Background: an optimization exercise with open tools, aiming at small area. Do not read the settings as production practice.
Function was checked by simulation only, so behaviour that the tests miss may differ from the original.
The clock port is modelled as an ideal driver; clocking choices that lean on that would not hold on a real chip.
Power is estimated from default activity; no workload was simulated.

Setup of run 1:
==> flow/design.v <==
module topModule (
    input clk,
    input rst,
    input btnL,
    input [1:0] sw,
    input [3:0] JC_cols,
    input btnR,
    output audio_gain,
    output audio_shutdown,
    output audio_out,
    output reg [3:0] JC_rows,
    output [3:0] an,
    output reg [6:0] seg
);
    assign audio_shutdown = 1'b1;
    assign audio_gain = 1'b1;
    reg [5:0] c50;
    reg       k1;
    reg [2:0] d5;
    reg       dp;
    wire w50  = c50[5] & c50[4] & c50[0];       
    wire w100 = w50 & k1;                       
    wire tick = w100 & ~dp;                     
    wire ge25 = c50 >= 6'd25;
    wire k4 = ((d5 == 3'd1) & (k1 | ge25)) | ((d5 == 3'd2) & ~k1) |
              ((d5 == 3'd3) & k1 & ge25) | (d5 == 3'd4);
    always @(posedge clk) begin
        if (rst) begin
            c50 <= 0; k1 <= 0; d5 <= 0; dp <= 0;
        end else begin
            c50 <= w50 ? 6'd0 : c50 + 6'd1;
            if (w50) k1 <= ~k1;
            if (w100) begin
                d5 <= d5[2] ? 3'd0 : d5 + 3'd1;
                dp <= ~dp;
            end
        end
    end
    reg rl;
    always @(posedge clk) begin
        if (rst) rl <= 1'b1;
        else if (tick) rl <= 1'b0;
    end
    reg [1:0]  status;       
    reg [2:0]  ctr;
    reg [1:0]  pend;         
    reg [4:0]  db;
    reg        validPin;
    reg        play, fail;
    reg [2:0]  tp0, tp1, tp2, tp3;
    reg        tc;
    reg        blv;          
    reg [1:0]  blr;          
    reg        clean;
    reg [4:0]  led;
    reg        adj_set;
    reg [7:0]  cpH, cpL;     
    reg [7:0]  stH, stL;     
    reg [7:0]  lpH, lpL;     
    reg        accS, accL;   
    wire en = tick & (status != 2'd1);
    wire pressed = (JC_cols != 4'b1111);
    wire edge_ = ~db[4] & ~db[2] & ~db[1];      
    wire dbmax = ~db[3] & ~db[2] & ~db[0];      
    wire R0 = ~JC_rows[0] & JC_rows[1];
    wire R1 = ~JC_rows[1] & JC_rows[0];
    wire R2 = ~JC_rows[2] & JC_rows[0];
    wire R3 = ~JC_rows[3] & JC_rows[0];
    wire K0 = (JC_cols == 4'b1110);
    wire K1 = (JC_cols == 4'b1101);
    wire K2 = (JC_cols == 4'b1011);
    wire K3 = (JC_cols == 4'b0111);
    wire isdig = (R0 & K3) | ((R0 | R1 | R2) & (K0 | K1 | K2));
    wire isC = R3 & K2;
    wire isE = R2 & K3;
    wire isD = R3 & K3;
    wire [3:0] dv = {K2 & ~R0, K1 | (K2 & R0), (K0 & (R1 | R2)) | (K1 & R2) | (K2 & R0),
                     ((K0 | K2) & ~R1) | (K1 & R1)};
    wire kev = en & edge_;
    wire wr = kev & isdig & ~ctr[2];
    wire wr0 = wr & (ctr[1:0] == 2'd0);
    wire wr1 = wr & (ctr[1:0] == 2'd1);
    wire wr2 = wr & (ctr[1:0] == 2'd2);
    wire wr3 = wr & (ctr[1:0] == 2'd3);
    always @(posedge clk) begin
        if (rst) begin
            JC_rows <= 4'b0000;
            db <= 5'b01011;
            ctr <= 3'd7;             
            pend <= 2'd3;
            validPin <= 0;
        end else begin
            if (en) begin
                db <= !pressed ? 5'b01011 : (dbmax ? db : {db[3:0], db[4] ^ db[1]});
                if (!pressed)
                    JC_rows <= {JC_rows[2] | ~JC_rows[3], JC_rows[1] | ~JC_rows[3],
                                JC_rows[0] | ~JC_rows[3], JC_rows[3]};
                validPin <= edge_ & isE & ctr[2];
            end
            if (tick) begin
                case (pend)
                    2'd1: ctr <= ctr + 3'd1;
                    2'd2: ctr <= ctr - 3'd1;
                    2'd3: ctr <= 3'd0;
                    default: ;
                endcase
                pend <= ~kev ? 2'd0 : (isdig & ~ctr[2]) ? 2'd1 : (isC | (isE & ctr[2])) ? 2'd3 :
                        isD ? 2'd2 : 2'd0;
            end
        end
    end
    wire [7:0] cpH_rot = {cpH[6:0], cpH[7] & ~rl};
    wire [7:0] cpL_rot = {cpL[6:0], cpL[7] & ~rl};
    wire [7:0] cpH_wr = {dv[2:0], dv[3], dv[2:0], dv[3]};   
    wire [7:0] wmH = {{3{wr0}}, wr1, {3{wr1}}, wr0};
    wire [7:0] wmL = {{3{wr2}}, wr3, {3{wr3}}, wr2};
    always @(posedge clk) begin
        cpH <= (wmH & cpH_wr) | (~wmH & cpH_rot);
        cpL <= (wmL & cpH_wr) | (~wmL & cpL_rot);
    end
    wire [2:0] rb = 3'd2 - c50[2:0];
    wire rs = rl & ~k1;
    wire kH = (8'h43 >> rb);
    wire kL = (8'h21 >> rb);
    wire ldS = adj_set;                                
    wire tz = ~|{tp0, tp1, tp2, tp3, tc};               
    wire ldL = play & fail & tz;                        
    always @(posedge clk) begin
        stH <= {stH[6:0], ldS ? cpH[7] : (rs ? kH : stH[7])};
        stL <= {stL[6:0], ldS ? cpL[7] : (rs ? kL : stL[7])};
        lpH <= {lpH[6:0], ldL ? cpH[7] : (lpH[7] & ~rl)};
        lpL <= {lpL[6:0], ldL ? cpL[7] : (lpL[7] & ~rl)};
    end
    wire eqS = (cpH[7] == stH[7]) & (cpL[7] == stL[7]);
    wire eqL = (cpH[7] == lpH[7]) & (cpL[7] == lpL[7]);
    always @(posedge clk) begin
        accS <= w50 | (accS & eqS);
        accL <= w50 | (accL & eqL);
    end
    wire match = accS & eqS;           
    wire newfail = ~(accL & eqL);
    wire tend = tp3[2] & tp1[0] & tp1[1] & tp1[2] & tp0[2];    
    wire start = tick & ~clean & (status == 2'd0) & validPin & (match | newfail);
    wire cin = (tick & play & ~tend) | tc;
    wire [3:0] tsum = {1'b0, tp3} + {3'b000, cin};
    always @(posedge clk) begin
        if (rst | start) begin
            tp0 <= 0; tp1 <= 0; tp2 <= 0; tp3 <= 0; tc <= 0;
        end else begin
            tp0 <= tsum[2:0]; tp1 <= tp0; tp2 <= tp1; tp3 <= tp2; tc <= tsum[3];
        end
    end
    always @(posedge clk) begin
        if (rst) begin
            status <= 0;
            play <= 0;
            fail <= 0;
            blv <= 0;
            blr <= 2'd3;
            clean <= 0;
        end else if (tick) begin
            if (play & tend) play <= 0;
            if (start) begin
                play <= 1;
                fail <= ~match;
            end
            if (clean)
                status <= 0;
            else begin
                case (status)
                    2'd0: if (validPin & match) status <= 1;
                    2'd1: if (sw[0]) status <= 2;
                    2'd2: if (validPin) status <= 0;
                    default: ;
                endcase
            end
            if (btnL != blv) begin
                blv <= btnL;
                blr <= 2'd0;
            end else if (blr != 2'd3)
                blr <= blr + 2'd1;
            if (blr == 2'd3) clean <= blv;    
        end
    end
    assign audio_out = play & (fail ? k4 : k1);
    reg [1:0] slot;
    assign an = {~(rl | (slot == 2'd1)), ~(rl | (slot == 2'd2)),
                 ~(rl | (slot == 2'd3)), ~(rl | (slot == 2'd0))};
    reg [3:0] dig;
    always @(*) begin
        case (slot)
            2'd0: dig = cpH[7:4];
            2'd1: dig = cpH[3:0];
            2'd2: dig = cpL[7:4];
            default: dig = cpL[3:0];
        endcase
    end
    wire has  = (ctr > {1'b0, slot});     
    wire has0 = (ctr != 3'd0);
    wire isword = (status == 2'd1) | ((status == 2'd2) & adj_set) | ~has0;
    wire [1:0] wcode = {(status == 2'd0) | (status[1] & ~adj_set), status[1]};
    wire [4:0] nled = isword ? {1'b1, slot, wcode} : (has ? {1'b0, dig} : 5'b01111);
    always @(posedge clk) begin
        if (rst) begin
            slot <= 2'd0;
            led <= 0;
            adj_set <= 0;
        end else if (tick) begin
            if (status != 2'd2) adj_set <= 0;
            else if (validPin) adj_set <= 1;
            slot <= slot + 2'd1;
            led <= nled;
        end
    end
    always @(*) begin
        seg[6] = (led[3] & led[2]) | (led[4] & led[3] & led[0]) | (~led[4] & led[2] & ~led[1] & ~led[0]) | (led[4] & led[2] & led[1] & led[0]) | (~led[4] & ~led[3] & ~led[2] & ~led[1] & led[0]) | (led[4] & ~led[3] & ~led[2] & led[1] & ~led[0]);
        seg[5] = ~((~led[4] & ~led[2]) | (~led[3] & ~led[1] & ~led[0]) | (~led[3] & led[1] & led[0]) | (led[4] & led[2] & led[1] & ~led[0]));
        seg[4] = (led[4] & led[3] & ~led[2]) | (led[3] & led[2] & led[0]) | (~led[2] & led[1] & ~led[0]) | (led[4] & ~led[3] & led[2] & ~led[1]);
        seg[3] = (led[3] & led[2] & led[0]) | (led[2] & ~led[1] & ~led[0]) | (led[4] & ~led[2] & led[1] & led[0]) | (~led[4] & led[2] & led[1] & led[0]) | (~led[4] & ~led[3] & ~led[2] & ~led[1] & led[0]);
        seg[2] = (~led[4] & led[0]) | (led[3] & led[2] & led[0]) | (~led[4] & led[2] & ~led[1]) | (led[3] & led[1] & led[0]) | (~led[3] & ~led[2] & ~led[1] & led[0]);
        seg[1] = (led[3] & led[2]) | (~led[4] & ~led[2] & led[1]) | (led[2] & led[1] & led[0]) | (led[3] & led[1] & led[0]) | (~led[4] & ~led[3] & ~led[2] & led[0]);
        seg[0] = ~((led[4] & ~led[3] & led[0]) | (led[3] & ~led[2] & ~led[1]) | (~led[3] & led[2] & ~led[1]) | (~led[4] & ~led[2] & led[1]) | (led[3] & led[2] & ~led[0]) | (~led[4] & led[3]) | (~led[4] & led[2] & ~led[0]));
    end
endmodule
Settings: LEC_CHECK=0, CAP_MARGIN=20, CORE_MARGIN=2, CORE_UTILIZATION=65, SLEW_MARGIN=20; clock period 10.0 ns.
standard.sh (not shown) runs the stock make flow with config.mk's settings and CLKGATE_MAP_FILE= SYNTH_SCRIPT=/design/flow/synth_recipe.tcl, a recipe that flattens the netlist after the stock synthesis.
==> flow/flow/run.sh <==
#!/bin/bash
# Own layout flow: the standard layout (standard.sh), with three changes:
#  - synthesis runs the standard flow's synthesis script (synth_recipe.tcl) unchanged, except that the final
#    ABC technology mapping uses flow/abc.script (area mapping, no buffering or upsizing)
#    instead of ORFS's speed script; registers and their names are not affected;
#  - buffer_ports puts a sky130_fd_sc_hd__buf_1 on every input and output port;
#  - clock tree synthesis uses clkbuf cells from CTS_BUFS and inserts no dummy loads.
# Each tool's output is in orfs/logs/; make's full output is in own_flow.log.
set -euo pipefail
W=$(pwd)
CTS_BUFS="sky130_fd_sc_hd__clkbuf_4 sky130_fd_sc_hd__clkbuf_8"
CTS_EXTRA=${CTS_EXTRA:-}
{
  printf 'proc abc {args} {\n'
  printf '  set i [lsearch -exact $args -script]\n'
  printf '  if {$i >= 0} { lset args [expr {$i + 1}] {%s/flow/abc.script} }\n' "$W"
  printf '  puts "own flow: abc $args"\n'
  printf '  yosys abc {*}$args\n'
  printf '}\n'
  cat synth_recipe.tcl
} > own_synth.tcl
sed -E "s#SYNTH_SCRIPT=[^ ]*#SYNTH_SCRIPT=$W/own_synth.tcl#" standard.sh > own_standard.sh
grep -q "SYNTH_SCRIPT=$W/own_synth.tcl" own_standard.sh
export BUFFER_PORTS_ARGS="-buffer_cell sky130_fd_sc_hd__buf_1"
if [[ -f flow/pre_cts.tcl ]]; then export PRE_CTS_TCL=$W/flow/pre_cts.tcl; fi
export CTS_ARGS="-sink_clustering_enable -repair_clock_nets -buf_list {$CTS_BUFS} -dont_use_dummy_load $CTS_EXTRA"
bash own_standard.sh > own_flow.log 2>&1
==> flow/flow/abc.script <==
strash
rewrite
refactor
resub
dch
amap
topo
Run 1 went all the way through synthesis, placement and routing and the layout is clean on timing, DRC and antenna.
Edits applied to the flow inputs when going from run 1 to run 2:
Settings: CORE_UTILIZATION changed from 65 to 40.
## What came out
Relative to run 1, the post-layout utilization of the core of run 2 is lower by 27 points.
Going from run 1 to run 2, starting density of the core shrank by 26 points; die area grew by 4300 sq um; overall power after layout held steady; time the worst path needs with I/O delays and setup grew by 0.015 ns.
Run 2 reports a lower global-route usage than run 1 does.
Input-level comparison between run 3 and run 2:
diff --git a/flow/flow/run.sh b/flow/flow/run.sh
--- a/flow/flow/run.sh
+++ b/flow/flow/run.sh
@@ -2,6 +2,7 @@
 # Own layout flow: the standard layout (standard.sh), with three changes:
 #  - synthesis runs the standard flow's synthesis script (synth_recipe.tcl) unchanged, except that the final
-#    ABC technology mapping uses flow/abc.script (area mapping, no buffering or upsizing)
-#    instead of ORFS's speed script; registers and their names are not affected;
+#    ABC technology mapping tries each flow/abc_*.script (area mappings, no buffering or
+#    upsizing) instead of ORFS's speed script and keeps the smallest result; registers and
+#    their names are not affected;
 #  - buffer_ports puts a sky130_fd_sc_hd__buf_1 on every input and output port;
 #  - clock tree synthesis uses clkbuf cells from CTS_BUFS and inserts no dummy loads.
@@ -9,10 +10,29 @@
 set -euo pipefail
 W=$(pwd)
-CTS_BUFS="sky130_fd_sc_hd__clkbuf_4 sky130_fd_sc_hd__clkbuf_8"
+CTS_BUFS=${CTS_BUFS:-sky130_fd_sc_hd__clkbuf_4 sky130_fd_sc_hd__clkbuf_8}
 CTS_EXTRA=${CTS_EXTRA:-}
 {
+  # ABC maps the logic with each of flow/abc_*.script in turn; the smallest result is kept.
   printf 'proc abc {args} {\n'
   printf '  set i [lsearch -exact $args -script]\n'
-  printf '  if {$i >= 0} { lset args [expr {$i + 1}] {%s/flow/abc.script} }\n' "$W"
+  printf '  set lib [lindex $args [expr {[lsearch -exact $args -liberty] + 1}]]\n'
+  printf '  yosys design -save own_pre_abc\n'
+  printf '  set best ""\n'
+  printf '  set best_area 1e30\n'
+  printf '  foreach s [lsort [glob {%s/flow/abc_*.script}]] {\n' "$W"
+  printf '    yosys design -load own_pre_abc\n'
+  printf '    set a $args\n'
+  printf '    if {$i >= 0} { lset a [expr {$i + 1}] $s }\n'
+  printf '    yosys abc {*}$a\n'
+  printf '    yosys tee -q -o {%s/own_area.txt} stat -liberty $lib\n' "$W"
+  printf '    set f [open {%s/own_area.txt}]\n' "$W"
+  printf '    set t [read $f]\n'
+  printf '    close $f\n'
+  printf '    regexp {Chip area for module [^:]*: +([0-9.]+)} $t -> area\n'
+  printf '    puts "own flow: abc script $s gives area $area"\n'
+  printf '    if {$area < $best_area} { set best_area $area; set best $s }\n'
+  printf '  }\n'
+  printf '  yosys design -load own_pre_abc\n'
+  printf '  if {$i >= 0} { lset args [expr {$i + 1}] $best }\n'
   printf '  puts "own flow: abc $args"\n'
   printf '  yosys abc {*}$args\n'
==> flow/flow/abc_a3.script (new file) <==
strash
dch
amap
topo
==> flow/flow/abc_a6.script (new file) <==
strash
&get -n
&st
&syn2
&dch
&nf
&put
strash
dch
map -a
==> flow/flow/abc_b4.script (new file) <==
strash
dch
amap
strash
dch
amap
topo
==> flow/flow/abc_c4.script (new file) <==
strash
balance
rewrite
refactor
balance
rewrite -z
refactor -z
balance
dch
amap
topo
==> flow/flow/abc_c6.script (new file) <==
strash
rewrite
refactor
resub
dch
amap
topo
removed: flow/flow/abc.script
==> comparison <==
| final instance area | run 3 vs run 2 | ≈ equal |
A critical setup path kind of reg2reg is what run 3 shows, while reg2out belongs to run 2.
Diff run 2 -> run 3: core area stayed essentially flat; global-route track usage on met3 shows no meaningful change; wire length of the first global-routing pass rose 460 um.
Between run 3 and run 2, the difference in synthesized-area fraction occupied by ao, oa, aoi and oai cells is negligible.
diff inputs: run 3 => run 4
==> flow/flow/run.sh <==
#!/bin/bash
# Own layout flow: the standard layout (standard.sh), with three changes:
#  - synthesis runs the standard flow's synthesis script (synth_recipe.tcl) unchanged, except that the final
#    ABC technology mapping uses flow/abc.script (area mapping, no buffering or upsizing)
#    instead of ORFS's speed script; registers and their names are not affected;
#  - buffer_ports puts a sky130_fd_sc_hd__buf_1 on every input and output port;
#  - clock tree synthesis uses clkbuf cells from CTS_BUFS and inserts no dummy loads.
# Each tool's output is in orfs/logs/; make's full output is in own_flow.log.
set -euo pipefail
W=$(pwd)
CTS_BUFS=${CTS_BUFS:-sky130_fd_sc_hd__clkbuf_4 sky130_fd_sc_hd__clkbuf_8}
CTS_EXTRA=${CTS_EXTRA:-}
{
  printf 'proc abc {args} {\n'
  printf '  set i [lsearch -exact $args -script]\n'
  printf '  if {$i >= 0} { lset args [expr {$i + 1}] {%s/flow/abc.script} }\n' "$W"
  printf '  puts "own flow: abc $args"\n'
  printf '  yosys abc {*}$args\n'
  printf '}\n'
  cat synth_recipe.tcl
} > own_synth.tcl
sed -E "s#SYNTH_SCRIPT=[^ ]*#SYNTH_SCRIPT=$W/own_synth.tcl#" standard.sh > own_standard.sh
grep -q "SYNTH_SCRIPT=$W/own_synth.tcl" own_standard.sh
export BUFFER_PORTS_ARGS="-buffer_cell sky130_fd_sc_hd__buf_1"
if [[ -f flow/pre_cts.tcl ]]; then export PRE_CTS_TCL=$W/flow/pre_cts.tcl; fi
export CTS_ARGS="-sink_clustering_enable -repair_clock_nets -buf_list {$CTS_BUFS} -dont_use_dummy_load $CTS_EXTRA"
bash own_standard.sh > own_flow.log 2>&1
==> flow/flow/abc.script (new file) <==
strash
rewrite
refactor
resub
dch
amap
topo
removed: flow/flow/abc_a3.script
removed: flow/flow/abc_a6.script
removed: flow/flow/abc_b4.script
removed: flow/flow/abc_c4.script
removed: flow/flow/abc_c6.script
Notes after the runs:
[compare] base=run 3 new=run 4: final period demand of the worst path shows an increase of 0.025 ns; remaining routing DRC violations now sits at about the same level; half-perimeter wire length of the detailed placement result -about 1.5%. There was hardly any difference in horizontal die dimension between run 4 and run 3. On sequential share of layout area, run 3 and run 4 are neck and neck. Against run 3, run 4 comes in 5 higher on cell count. On relative area of clock buffers and inverters in the final design, run 3 and run 4 are basically level. Changes observed in run 4 relative to run 3: number of placed cells counting well taps picked up an extra 5; per-cell routed wire length lost about 2.2%; placed standard-cell area neither gained nor lost much; routing usage on met3 neither gained nor lost much.

afterwards: timing with drivers on the ports:
The flow's constraints put no driver on any port. The routed layouts listed below were extracted and timed again, unchanged, in two steps. Step 1 sets driving cells, clkbuf_16 on the clock port and buf_2 on the other inputs (assumed; they add their load-dependent delay and slew). Step 2 moves the port delays by t, midway between the first and last clock arrival at a register: inputs arrive t later, outputs are due t later. That takes back most of the time a late clock gives input paths. Slacks: no drivers / after step 1 / after step 2; pairs: no drivers / after step 1.
run | t (ns) | setup WS [ns] | worst hold slack (ns) | worst setup path after step 2 | clock arrival spread, ns
run 1 | 0.386 | 5.771 / 5.738 / 5.959 | 0.315 / 0.315 / 0.315 | register to register | 0.026 / 0.026
run 2 | 0.385 | 5.755 / 5.722 / 5.782 | 0.307 / 0.307 / 0.307 | register to register | 0.036 / 0.036
run 3 | 0.381 | 5.780 / 5.780 / 5.704 | 0.304 / 0.304 / 0.304 | input to register | 0.040 / 0.039
run 4 | 0.385 | 5.755 / 5.722 / 5.782 | 0.307 / 0.307 / 0.307 | register to register | 0.036 / 0.036
After both steps setup and hold are still met in every run listed. For run 3, which loses most, drivers alone change the setup slack by 0.000 ns; drivers and shift together by -0.076 ns.
